This design comes from an exercise in tuning for small area on the open sky130 flow, not from production work. Only simulation tests tie the RTL to the original design; equivalence was not proved. The clock input has no modelled driver; a real chip could not lean on it and would need a root buffer or a full tree. No activity file was given, so power comes from the tool's default toggle rates.

lane 1:
==> flow/design.v (excerpt) <==
module ex4_t(
input clk,
input rst,
input temp_a,
input temp_b,
input temp_c,
input temp_d,
input switch1,
input switch2,
input switch5,
input switch6,
input switch7,
input switch8,
output [3:0] ans,
output [6:0] a_to_g,
output [7:0] light
);
reg [7:0] cnt;
wire tick = (cnt == 8'h7f);
wire blink = cnt[7];
wire [1:0] sel = cnt[3:2];
always @(posedge clk)
  if (rst) cnt <= 8'd0;
  else cnt <= cnt + 8'd1;
reg [3:0] d1, d2, d3, d4;
function [3:0] inc10(input [3:0] x);
  inc10 = {(x[0] & x[1] & x[2]) | (~x[0] & x[3]), (~x[0] & x[2]) | (~x[1] & x[2]) | (x[0] & x[1] & ~x[2]), (~x[0] & x[1]) | (x[0] & ~x[1] & ~x[3]), (~x[0])};
endfunction
wire tclr = rst | (tick & ~switch1);
wire tinc = tick & switch1 & ~switch2;
always @(posedge clk) begin
  if (tclr) begin d1 <= 0; d2 <= 0; d3 <= 0; d4 <= 0; end
  else if (tinc) begin
    if (temp_a) d1 <= inc10(d1);
    if (temp_b) d2 <= inc10(d2);
    if (temp_c) d3 <= inc10(d3);
    if (temp_d) d4 <= inc10(d4);
  end
end
reg [15:0] r;
always @(posedge clk)
  if (rst) r <= 16'd0;
  else if (~switch1) r <= r + 16'd1;
reg [3:0] a1, a2, a3, a4;
reg [9:0] z;
wire life_nz = ~|z[9:3];
function [3:0] inc9(input [3:0] x);
  inc9 = {(x[0] & x[1] & x[2]) | (~x[0] & x[3]), (~x[0] & x[2]) | (~x[1] & x[2]) | (x[0] & x[1] & ~x[2]), (~x[0] & x[1]) | (x[0] & ~x[1] & ~x[3]), (~x[0]) | (x[3])};
endfunction
function [3:0] g0(input [3:0] x);
  g0 = {(~x[1] & ~x[2] & x[3]), (x[2]), (x[1]), (x[0])};
endfunction
function [3:0] g1(input [3:0] x);
  g1 = {(~x[1] & ~x[2] & x[3]), (x[0] & x[2]) | (x[1] & x[2]) | (x[2] & ~x[3]), (x[0] & x[1]) | (x[1] & ~x[3]) | (~x[0] & ~x[1] & x[2] & x[3]), (x[0] & ~x[3]) | (~x[0] & x[1] & x[3]) | (~x[0] & x[2] & x[3])};
endfunction
function [3:0] g2(input [3:0] x);
  g2 = {(~x[1] & ~x[2] & x[3]) | (x[1] & x[2] & x[3]), (~x[1] & x[2]) | (x[2] & ~x[3]) | (x[1] & ~x[2] & x[3]), (x[1] & ~x[3]) | (~x[1] & x[2] & x[3]), (x[0])};
endfunction
function [3:0] g3(input [3:0] x);
  g3 = {(~x[1] & ~x[2] & x[3]) | (x[0] & x[1] & x[2] & x[3]), (~x[0] & x[2]) | (~x[1] & x[2]) | (x[2] & ~x[3]) | (x[0] & ~x[2] & x[3]), (~x[0] & x[1]) | (x[1] & ~x[3]) | (x[0] & ~x[1] & x[3]), (x[0] & ~x[3]) | (~x[0] & x[1] & x[3]) | (~x[0] & x[2] & x[3])};
endfunction
wire [3:0] m1 = (r[3:0]   == 4'd9) ? a1 : g0(r[3:0]);
  ...
Size in the first run: ~5200 µm² of cells after synthesis.
export LEC_CHECK = 0
export ABC_AREA = 1
export CAP_MARGIN = 20
export CORE_MARGIN = 2
export CORE_UTILIZATION = 40
export GPL_TIMING_DRIVEN = 0
export PLACE_DENSITY = 0.6
export SLEW_MARGIN = 20
create_clock -name core_clock -period 30.0 [get_ports {clk}]
standard.sh (not shown) runs the stock make flow with config.mk's settings and CLKGATE_MAP_FILE= SYNTH_SCRIPT=/design/flow/synth_recipe.tcl, a recipe that flattens the netlist after the stock synthesis.
==> flow/flow/run.sh <==
#!/bin/bash
# Own flow: the standard synthesis, then its combinational logic mapped again for
# area (every register kept as the same cell under the same name), then the standard
# layout steps. Each tool writes its full output to a log_*.txt file here.
set -euo pipefail
W=$(pwd)
R=$W/orfs/results/$FLOW_PLATFORM/ex4_t/base
LIB=$FLOW_HOME/platforms/$FLOW_PLATFORM/lib/sky130_fd_sc_hd__tt_025C_1v80.lib
F=$W/flow
source $F/knobs.sh

bash standard.sh synth > $W/log_1_synth.txt 2>&1
cp $R/1_2_yosys.v $W/std_synth.v

# 1: the standard netlist's cells back to logic; registers stay cells
cat > $W/remap1.ys <<EOY
read_liberty -ignore_miss_func $LIB
blackbox sky130_fd_sc_hd__df* sky130_fd_sc_hd__edf* sky130_fd_sc_hd__sdf* sky130_fd_sc_hd__dl* sky130_fd_sc_hd__conb_1
read_verilog $W/std_synth.v
hierarchy -top $FLOW_TOP
flatten
rename -hide w:*.*
opt_clean -purge
select -module $FLOW_TOP
write_verilog -noattr -selected $W/generic.v
EOY
yosys -s $W/remap1.ys > $W/log_2_remap1.txt 2>&1

# 2: map that logic again, for area
cat > $W/remap2.ys <<EOY
read_liberty -lib $LIB
read_verilog $W/generic.v
hierarchy -top $FLOW_TOP
techmap
opt -fast -purge
abc -liberty $LIB -dont_use *lpflow* -dont_use *probe* -script $F/area.abc
setundef -zero
splitnets
opt_clean -purge
hilomap -singleton -hicell sky130_fd_sc_hd__conb_1 HI -locell sky130_fd_sc_hd__conb_1 LO
insbuf -buf sky130_fd_sc_hd__buf_1 A X
check -assert -mapped
stat -liberty $LIB
write_verilog -noattr -nohex -nodec $W/remapped.v
EOY
yosys -s $W/remap2.ys > $W/log_3_remap2.txt 2>&1

cp $W/remapped.v $R/1_2_yosys.v
rm -f $R/1_synth.odb $R/1_synth.sdc
export BUFFER_PORTS_ARGS="-buffer_cell sky130_fd_sc_hd__buf_1"
if [[ -n "${CLKTREE_N:-}" ]]; then
  export PRE_CTS_TCL=$F/clktree.tcl CLKTREE_ROOT CLKTREE_LEAF CLKTREE_N
else
  export CTS_ARGS="-sink_clustering_enable -repair_clock_nets $CTS_EXTRA"
fi
bash standard.sh > $W/log_4_layout.txt 2>&1
==> flow/flow/area.abc <==
strash
&get -n
&deepsyn -T 10
&put
dc2
dch -f
amap
==> flow/flow/knobs.sh <==
CLKTREE_ROOT=sky130_fd_sc_hd__inv_6; CLKTREE_LEAF=sky130_fd_sc_hd__inv_8; CLKTREE_N=6
Other scripts of this flow, unchanged in this note and not shown: flow/flow/clktree.tcl
Input changes introduced in lane 2 (baseline for comparison: lane 1):
--- a/flow/flow/run.sh
+++ b/flow/flow/run.sh
@@ -9,0 +10 @@
+SEEDS="1 2 3 4"
@@ -29,2 +30,6 @@
-# 2: map that logic again, for area
-cat > $W/remap2.ys <<EOY
+# 2: map that logic again, for area: a few runs of the script with different seeds, in
+# parallel, keeping the smallest
+remap2() {
+  local k=$1
+  sed "s/@SEED@/$k/" $F/area.abc > $W/area_$k.abc
+  cat > $W/remap2_$k.ys <<EOY
@@ -36 +41 @@
-abc -liberty $LIB -dont_use *lpflow* -dont_use *probe* -script $F/area.abc
+abc -liberty $LIB -dont_use *lpflow* -dont_use *probe* -script $W/area_$k.abc
@@ -43,2 +48,2 @@
-stat -liberty $LIB
-write_verilog -noattr -nohex -nodec $W/remapped.v
+tee -o $W/area_$k.txt stat -liberty $LIB
+write_verilog -noattr -nohex -nodec $W/remapped_$k.v
@@ -46 +51,12 @@
-yosys -s $W/remap2.ys > $W/log_3_remap2.txt 2>&1
+  yosys -s $W/remap2_$k.ys > $W/log_3_remap2_$k.txt 2>&1
+}
+for k in $SEEDS; do remap2 $k & done
+wait
+best=""; bestarea=""
+for k in $SEEDS; do
+  a=$(awk '/Chip area for module/ {print $NF}' $W/area_$k.txt)
+  echo "seed $k: area $a" >> $W/log_3_remap2_choice.txt
+  if [[ -z "$best" ]] || awk -v x="$a" -v y="$bestarea" 'BEGIN {exit !(x < y)}'; then best=$k; bestarea=$a; fi
+done
+echo "kept seed $best" >> $W/log_3_remap2_choice.txt
+cp $W/remapped_$best.v $W/remapped.v
==> flow/flow/area.abc <==
strash
&get -n
&deepsyn -T 60 -S @SEED@
&put
dc2
dch -f
amap
--- outcome ---
The higher flip-flop and latch share of the layout cell area of lane 1 and lane 2 is in lane 2. | final setup skew | lane 1 vs lane 2 | ≈ equal |. Compared with lane 1, lane 2 improves detailed placer's ending HPWL. Core utilization of lane 1 is on par with lane 2. Looking only at final standard cell area without fillers, and setting everything else aside, the higher value of lane 1 and lane 2 goes to lane 1.
Input changes introduced in lane 3 (baseline for comparison: lane 2):
--- a/flow/flow/run.sh
+++ b/flow/flow/run.sh
@@ -46 +46 @@
-insbuf -buf sky130_fd_sc_hd__buf_1 A X
+
==> flow/flow/area.abc <==
strash
&get -n
&deepsyn -T 10 -S @SEED@
&put
dc2
dch -f
amap
==> flow/flow/knobs.sh <==
CLKTREE_ROOT=sky130_fd_sc_hd__inv_6; CLKTREE_LEAF=sky130_fd_sc_hd__inv_8; CLKTREE_N=6; SEEDS="1"
Results
The portion of total power attributed to sequential cells in lane 3 sits 0.8 points below the value recorded for lane 2. Per the comparison of lane 3 with lane 2, clock group power shows a reduction of about 2%, global-route usage has increased.
Changes in lane 4 relative to lane 3:
==> flow/flow/area.abc <==
strash
&get -n
&deepsyn -T 90 -S @SEED@
&put
dc2
dch -f
amap
==> flow/flow/knobs.sh <==
CLKTREE_ROOT=sky130_fd_sc_hd__inv_6; CLKTREE_LEAF=sky130_fd_sc_hd__inv_8; CLKTREE_N=6
Notes after the runs:
Lane 4: no failed stages, no open violations at the end. Lane 3: flow completed, timing, DRC and antenna clean. From lane 3 to lane 4 the numbers moved as follows: pin count of the biggest net entering global routing dropped about 9%, global-route met1 utilization went up by 1.5 points. Lane 4 vs. lane 3: worst hold slack went down by 0.0073 ns. Taking lane 3 as the reference point, the filler cell count of lane 4 rises by 8. [compare] base=lane 3 new=lane 4: clock power down about 2%, area of all placed cells without fillers neither gained nor lost much. As far as area of the multi-input gates is concerned, lane 4 and lane 3 perform about the same. Part of the total power dissipated in the clock network (lower): lane 3.
No run of this note takes its clock network from TritonCTS; it comes from the design's own scripts or RTL.

static timing again, ports no longer ideal:
How much do the figures lean on ideal ports? The routed layouts below were timed once more, with nothing changed but the port constraints.
Step 1, drivers: a clkbuf_16 drives clk and a buf_2 each remaining input, both assumed.
Step 2 times the ports against the registers' clock, not the clock port: input delays grow and output delays shrink by t, the midpoint of the rising clock arrivals with the driver on.
Slacks: no drivers / after step 1 / after step 2; pairs: no drivers / after step 1.
run	t (ns)	setup slack, ns	worst setup path at the end	latest minus earliest clock arrival (ns)
lane 1	0.251	17.349 / 17.349 / 17.349	register to register	0.027 / 0.027
lane 2	0.256	17.870 / 17.870 / 17.870	register to register	0.024 / 0.024
lane 3	0.255	17.858 / 17.858 / 17.858	register to register	0.033 / 0.034
lane 4	0.242	18.554 / 18.554 / 18.554	register to register	0.039 / 0.039
After both steps setup and hold are still met in every run listed.
